From an optimization exercise on the open Yosys and OpenROAD flow, aimed at small area; shortcuts taken in it are not production practice.
In this exercise RTL edits were held to simulation tests only and were not proved equivalent to the original.
The flow treats the clock pin as an ideal source. Dropping or thinning the clock tree relies on that and would not hold on a real chip.
Power and IR drop assume default switching activity.

Setup of before:
==> flow/design.v (excerpt) <==
module Top_FIFO_UART(
    input  wire clk,
    input  wire rst,
    output wire tx,
    input  wire rx
    );
Size in the first run: roughly 200 cells after synthesis, roughly 90 flip-flops, ~4 I/O pins, ~2400 sq um of cells after synthesis.
==> module Top_FIFO_UART, before the edit <==
module Top_FIFO_UART(
    input  wire clk,
    input  wire rst,
    output wire tx,
    input  wire rx
    );
    reg [63:0] ring;
    reg [5:0]  a;         
    reg [7:0]  d;         
    reg [3:0]  k;         
    reg [2:0]  nm;        
    reg        txm;       
    reg        dph;       
    reg        b0, b1;    
    reg        tx_r;
    wire       tap  = ring[63];
    wire       idle = k[3] & ~k[0];
    wire       win  = ~k[3] & ~d[7];                    
    wire       bnd  = (a == 6'd0) & d[7] & d[5] & d[1];    
    wire       go   = idle & (a == 6'd63) & (txm | ~rx);
    wire       last = bnd & (k == 4'd7);                
    wire is0  = ~b0 & ~b1;
    wire is1  =  b0 & ~b1;
    wire is2  = ~b0 &  b1;
    wire full = (nm == 3'd6);
    wire nz   = (nm != 3'd7);
    wire ins   = ~txm & win & (a == {nm, 3'd7});
    wire chain = last & ~txm & (dph ? is2 : is1);       
    wire adv   = last & txm & nz;                       
    always @(posedge clk)
        ring <= {ring[62:0], ins ? rx : tap};
    always @(posedge clk)
        if (rst) a <= 0; else a <= a + {2'b01, last & ~adv, 2'b00, ~bnd | last};
    always @(posedge clk) begin
        if (idle | bnd)
            d <= 8'd0;
        else if (a == 6'd0)
            d <= d + 8'd1;
    end
    always @(posedge clk) begin
        if (rst)
            k <= 4'd8;
        else if (go)
            k <= 4'd15;
        else if (bnd)
            k <= k + 4'd1;
    end
    always @(posedge clk) begin
        if (~txm & ~dph & win) begin
            if (k == 4'd0) b0 <= rx;
            if (k == 4'd1) b1 <= rx;
            if (k[2] | k[1])
                if (rx != (k == 4'd4 || k == 4'd5)) begin
                    b0 <= 1'b1;
                    b1 <= 1'b1;
                end
        end
    end
    always @(posedge clk) begin
        if (rst) begin
            txm  <= 1'b0;
            dph  <= 1'b0;
            nm   <= 3'd7;
            tx_r <= 1'b1;
        end else if (go) begin
            if (txm)
                tx_r <= 1'b0;                   
        end else if (last) begin
            if (txm) begin
                txm  <= 1'b0;
                tx_r <= 1'b1;                   
                if (nz) begin
                    if (b0) nm <= nm - 3'd1;    
                end else if (b1)
                    nm <= 3'd0;                 
            end else begin
                if (dph & is0 & ~full)
                    nm <= nm + 3'd1;
                txm <= chain;
                dph <= ~dph & ~is1;
            end
        end else if (bnd & txm)
            tx_r <= tap & nz;
    end
    assign tx = tx_r;
endmodule
Settings: LEC_CHECK=0, CAP_MARGIN=20, CORE_MARGIN=2, CORE_UTILIZATION=40, SLEW_MARGIN=20; clock period 10.0 ns.
standard.sh (not shown) runs the stock make flow with config.mk's settings and CLKGATE_MAP_FILE= SYNTH_SCRIPT=/design/flow/synth_recipe.tcl, a recipe that flattens the netlist after the stock synthesis.
==> flow/flow/run.sh <==
#!/bin/bash
# The standard layout (standard.sh), with three changes that leave the
# registers exactly as the standard synthesis makes them:
#  - synthesis maps the logic with an area-oriented ABC script (area.abc)
#    and without the half/full-adder cells;
#  - the port buffers are the smallest buffer;
#  - the clock port drives three clock buffers, each at the centre of a
#    group of nearby registers, which drive the registers (cts.tcl),
#    instead of TritonCTS's tree.
set -euo pipefail
H=$(pwd)
ARGS=("BUFFER_PORTS_ARGS=-buffer_cell sky130_fd_sc_hd__buf_1")
MY_ABC_SCRIPT=$H/flow/area.abc make -C "$FLOW_HOME" DESIGN_CONFIG=$H/config.mk WORK_HOME=$H/orfs \
  CLKGATE_MAP_FILE= SYNTH_SCRIPT=$H/flow/synth.tcl ADDER_MAP_FILE= synth > $H/synth.log 2>&1
bash standard.sh "${ARGS[@]}" place > $H/place.log 2>&1
MY_CLK_BUFS="sky130_fd_sc_hd__clkbuf_16 sky130_fd_sc_hd__clkbuf_16 sky130_fd_sc_hd__clkbuf_8" make -C "$FLOW_HOME" DESIGN_CONFIG=$H/config.mk WORK_HOME=$H/orfs \
  "${ARGS[@]}" RUN_SCRIPT=$H/flow/cts.tcl RUN_LOG_NAME_STEM=4_1_cts run > $H/cts.log 2>&1
bash standard.sh "${ARGS[@]}" finish > $H/finish.log 2>&1
Other scripts of this flow, unchanged in this note and not shown: flow/flow/area.abc, flow/flow/cts.tcl, flow/flow/synth.tcl
Edits applied to the flow inputs when going from before to after:
diff --git a/flow/design.v b/flow/design.v
--- a/flow/design.v
+++ b/flow/design.v
@@ -29,9 +29,9 @@
     wire adv   = last & txm & nz;                       
     always @(posedge clk)
         ring <= {ring[62:0], ins ? rx : tap};
     always @(posedge clk)
-        if (rst) a <= 0; else a <= a + {2'b01, last & ~adv, 2'b00, ~bnd | last};
+        a <= a + {2'b01, last & ~adv, 2'b00, ~bnd | last};
     always @(posedge clk) begin
         if (idle | bnd)
             d <= 8'd0;
         else if (a == 6'd0)
Findings:
- after ended with every stage complete and zero timing, DRC or antenna violations.
- Post-route fraction of the period consumed by the critical path: lower on after
- Top achievable clock speed (higher): after
- When after is measured against before, its setup slack on the worst flop-to-flop path turns out 0.17 ns lower.
- Diff before -> after | total via count after detailed routing | down slightly
- before → after: global-route usage stayed essentially flat; worst setup slack rose by 0.15 ns.
- Comparing the two runs side by side, after comes out behind before on peak supply drop.
- The cell leakage power of after and that of before are within noise of each other.
- after ended with less number of standard cells after synthesis than before.
- In terms of die area, after and before differ only marginally.
In every run of this note, the design's own scripts or RTL, not TritonCTS, make the clock network.

-- afterwards: timing with drivers on the ports --
No port has a modelled driver above. Below, the same layouts with a new extraction and two added sets of constraints. Step 1 (the two cells are an assumption about what drives the block):
set clk [get_ports {clk}]
set_driving_cell -lib_cell sky130_fd_sc_hd__clkbuf_16 $clk
set_driving_cell -lib_cell sky130_fd_sc_hd__buf_2 [delete_from_list [all_inputs] $clk]
Step 2 moves the port delays by t, midway between the first and last clock arrival at a register: inputs arrive t later, outputs are due t later. That takes back most of the time a late clock gives input paths. a / b / c = no drivers / after step 1 / after step 2; a / b = the first two.
| run | t (ns) | setup WS [ns] | clock arrival spread, ns | worst data-port slew with drivers (ns) |
|---|---|---|---|---|
| before | 0.225 | 6.772 / 6.810 / 6.584 | 0.020 / 0.019 | 0.03 |
| after | 0.216 | 6.921 / 6.951 / 6.734 | 0.018 / 0.017 | 0.03 |
After both steps setup and hold are still met in every run listed. The setup slack of before, which loses most, moves by +0.038 ns with the drivers and by -0.188 ns with both steps.
